From an optimization exercise on the open Yosys and OpenROAD flow, aimed at small area, a short achievable clock period and few clock cycles per item; shortcuts taken in it are not production practice. In this exercise RTL edits were held to simulation tests only and were not proved equivalent to the original.

== north ==
Design ebpc_decoder, start of the top module:
module ebpc_decoder
  (
   input logic                     clk_i,
   input logic                     rst_ni,
   input logic [DATA_W-1:0]        bpc_i,
   input logic                     bpc_last_i,
   input logic                     bpc_vld_i,
   output logic                    bpc_rdy_o,
   input logic [DATA_W-1:0]        znz_i,
   input logic                     znz_last_i,
   input logic                     znz_vld_i,
   output logic                    znz_rdy_o,
   input logic [LOG_MAX_WORDS-1:0] num_words_i,
   input logic                     num_words_vld_i,
   output logic                    num_words_rdy_o,
   output logic [DATA_W-1:0]       data_o,
   output logic                    last_o,
   output logic                    vld_o,
   input logic                     rdy_i
   );
  logic [23:0] cnt_q;
  logic        act_q, fin_q, nxt_q;
  logic [7:0]  z0_q, z1_q, z2_q;
  logic        zv0_q, zv1_q, zv2_q;
  logic        zl0_q, zl1_q, zl2_q;
  logic [7:0]  zp_q;
  logic [3:0]  zc_q;
  logic        zrun_q;         
  logic        fv0_q, fv1_q, fn0_q, fn1_q, fe0_q, fe1_q;
  logic [7:0]  od0_q, od1_q;
  logic        ov0_q, ov1_q, ol0_q, ol1_q;
  logic [7:0]  b0_q, b1_q, b2_q;
  logic        bv0_q, bv1_q, bv2_q;
  logic        bl0_q, bl1_q, bl2_q;
  logic [7:0]  bp_q;
  logic        inbase_q;       
  logic [3:0]  k_q;            
  logic [6:0]  pl_q [8];       
  logic [7:0]  base_q;
  logic        dfull_q;        
  logic [7:0]  acc_q;
  logic [7:0]  row_q [7];
  logic [7:0]  om_q;           
  logic        ov_q;
  logic        adv, odone, ld_out;
  function automatic logic [7:0] window8(input logic [7:0] s0, input logic [7:0] s1,
                                         input logic [7:0] p);
    logic [15:0] c;
    c = {s0, s1};
    window8 = '0;
    for (int j = 0; j < 8; j++)
      for (int i = 0; i < 8; i++)
        window8[7-j] = window8[7-j] | (p[i] & c[15-i-j]);
  endfunction
  logic [7:0]  zwin;
  logic        zbit, zrun, zsym_ok, zadv;
  logic [3:0]  zcnt;
  assign zwin    = window8(z0_q, z1_q, zp_q);
  assign zbit    = zwin[7];
  ...
Size: roughly 61 I/O pins, ~13000 sq um of cells after synthesis.
export LEC_CHECK = 0
export CAP_MARGIN = 20
export CORE_MARGIN = 2
export CORE_UTILIZATION = 40
export PLACE_DENSITY = 0.6
export SLEW_MARGIN = 20
create_clock -name core_clock -period 12.0 [get_ports {clk_i}]
standard.sh (not shown) runs the stock make flow with config.mk's settings and CLKGATE_MAP_FILE= SYNTH_SCRIPT=/design/flow/synth_recipe.tcl, a recipe that flattens the netlist after the stock synthesis.
==> flow/flow/run.sh <==
#!/bin/bash
# Standard ORFS layout with timing repair aiming for extra setup slack and
# plain buffers on the ports (the clock period and constraints are unchanged).
set -euo pipefail
bash standard.sh SETUP_SLACK_MARGIN=8.4 'BUFFER_PORTS_ARGS=-buffer_cell sky130_fd_sc_hd__buf_2' finish > standard_flow.log 2>&1
Testbench counts of north, summed over its fixed seeds: cycles 29,214, words 28,155.
The following lists how west was set up differently from north:
-- flow/design.v --
<<< north, line 51
  logic [23:0] cnt_q;
  logic        act_q, fin_q, nxt_q;
  logic [7:0]  z0_q, z1_q, z2_q;
  logic        zv0_q, zv1_q, zv2_q;
  logic        zl0_q, zl1_q, zl2_q;
  logic [7:0]  zp_q;
  logic [3:0]  zc_q;
>>> west, line 51
  logic [23:0] cnt_q;
  logic        act_q, fin_q, nxt_q;
  logic [7:0]  z0_q, z1_q;
  logic        zv0_q, zv1_q;
  logic        zl0_q, zl1_q;
  logic [7:0]  zp_q;
  logic [3:0]  zc_q;
<<< north, line 90
  assign zcnt    = zwin[6:3];
  assign zrun    = zrun_q;
  assign zsym_ok = zv0_q && (zv1_q || zl0_q);
  assign zadv    = act_q && !fv1_q && (zrun || zsym_ok);
  logic nwr_q;
>>> west, line 90
  assign zcnt    = zwin[6:3];
  assign zrun    = zrun_q;
  assign zsym_ok = zv0_q && (zv1_q || zl0_q || (|zp_q[3:0]));
  assign zadv    = act_q && !fv1_q && (zrun || zsym_ok);
  logic nwr_q;
<<< north, line 166
  always_ff @(posedge clk_i or negedge rst_ni) begin
    if (!rst_ni) begin
      {zv0_q, zv1_q, zv2_q} <= '0;
      {zl0_q, zl1_q, zl2_q} <= '0;
      zp_q <= 8'd1;
      zc_q <= '0;
>>> west, line 166
  always_ff @(posedge clk_i or negedge rst_ni) begin
    if (!rst_ni) begin
      {zv0_q, zv1_q} <= '0;
      {zl0_q, zl1_q} <= '0;
      zp_q <= 8'd1;
      zc_q <= '0;
<<< north, line 173
      zrdy_q <= 1'b1;
    end else begin
      logic v0, v1, v2, l0, l1, l2;
      {v0, v1, v2} = {zv0_q, zv1_q, zv2_q};
      {l0, l1, l2} = {zl0_q, zl1_q, zl2_q};
      if (znpop == 2'd1) begin
        {v0, v1, v2} = {zv1_q, zv2_q, 1'b0};
        {l0, l1, l2} = {zl1_q, zl2_q, 1'b0};
      end else if (znpop == 2'd2) begin
        {v0, v1, v2} = {zv2_q, 1'b0, 1'b0};
        {l0, l1, l2} = {zl2_q, 1'b0, 1'b0};
      end
      if (ztake) begin
        if (!v0) begin
          v0 = 1'b1; l0 = znz_last_i;
        end else if (!v1) begin
          v1 = 1'b1; l1 = znz_last_i;
        end else begin
          v2 = 1'b1; l2 = znz_last_i;
        end
      end
      {zv0_q, zv1_q, zv2_q} <= {v0, v1, v2};
      zrdy_q <= !v2;
      {zl0_q, zl1_q, zl2_q} <= {l0, l1, l2};
      zp_q <= zpn;
      if (zadv) begin
>>> west, line 173
      zrdy_q <= 1'b1;
    end else begin
      logic v0, v1, l0, l1;
      {v0, v1} = {zv0_q, zv1_q};
      {l0, l1} = {zl0_q, zl1_q};
      if (znpop == 2'd1) begin
        {v0, v1} = {zv1_q, 1'b0};
        {l0, l1} = {zl1_q, 1'b0};
      end else if (znpop == 2'd2) begin
        {v0, v1} = 2'b00;
        {l0, l1} = 2'b00;
      end
      if (ztake) begin
        if (!v0) begin
          v0 = 1'b1; l0 = znz_last_i;
        end else begin
          v1 = 1'b1; l1 = znz_last_i;
        end
      end
      {zv0_q, zv1_q} <= {v0, v1};
      zrdy_q <= !v1;
      {zl0_q, zl1_q} <= {l0, l1};
      zp_q <= zpn;
      if (zadv) begin
<<< north, line 211
  end
  always_ff @(posedge clk_i) begin
    logic [7:0] s0, s1, s2;
    logic       v0, v1;
    {s0, s1, s2} = {z0_q, z1_q, z2_q};
    {v0, v1} = {zv0_q, zv1_q};
    if (znpop == 2'd1) begin
      {s0, s1} = {z1_q, z2_q};
      {v0, v1} = {zv1_q, zv2_q};
    end else if (znpop == 2'd2) begin
      s0 = z2_q;
      {v0, v1} = {zv2_q, 1'b0};
    end
    if (ztake) begin
      if (!v0)      s0 = znz_i;
      else if (!v1) s1 = znz_i;
      else          s2 = znz_i;
    end
    {z0_q, z1_q, z2_q} <= {s0, s1, s2};
  end
  logic emit, emit_nz, blk_end, opop;
>>> west, line 209
  end
  always_ff @(posedge clk_i) begin
    logic v0;
    v0 = zv0_q;
    if (znpop == 2'd1) begin
      z0_q <= z1_q;
      v0 = zv1_q;
    end else if (znpop == 2'd2)
      v0 = 1'b0;
    if (ztake) begin
      if (!v0) z0_q <= znz_i;
      else     z1_q <= znz_i;
    end
  end
  logic emit, emit_nz, blk_end, opop;
==> comparison <==
Compared with north, west ends up with a smaller final cell area. In the route summary, west ends up with a via count below that of north. west: count of cells along the worst register-to-register path higher than north. Max area overhead of the layout relative to synthesis across north and west: north. Looking at routed wire length, west sits 4.5% below north. Compared to north, west shows a narrower setup margin. Looking only at register bit count reported by yosys, and setting everything else aside, the higher value of north and west goes to north. Global-route wire length before repair shrinks by a few percent when moving from north to west. Per the comparison of west with north, later-pin clock latency in the skew report now sits higher. Looking only at layout inverter count without the clock tree, and setting everything else aside, the lower value of north and west goes to west. Summary of west over north: number of non-clock buffers in the layout higher, total length of routed met3 wires moved up.
Testbench counts of west, summed over its fixed seeds: cycles 29,513, words 28,155.

==> separate check: timing with driven ports <==
The flow's constraints put no driver on any port. The routed layouts listed below were extracted and timed again, unchanged, in two steps.
Step 1, drivers: a clkbuf_16 drives clk_i and a buf_2 each remaining input, both assumed.
Step 2 moves the port delays by t, midway between the first and last clock arrival at a register: inputs arrive t later, outputs are due t later. That takes back most of the time a late clock gives input paths.
Slacks: no drivers / after step 1 / after step 2; pairs: no drivers / after step 1.
run	t (ns)	setup slack, ns	hold WS [ns]	worst setup path at the end	pins driven straight from the clock port
north	0.556	8.426 / 8.379 / 8.095	0.415 / 0.415 / 0.415	input to register	1
west	0.574	8.412 / 8.367 / 8.029	0.415 / 0.415 / 0.415	input to register	1
After both steps setup and hold are still met in every run listed. For west, which loses most, drivers alone change the setup slack by -0.045 ns; drivers and shift together by -0.383 ns.
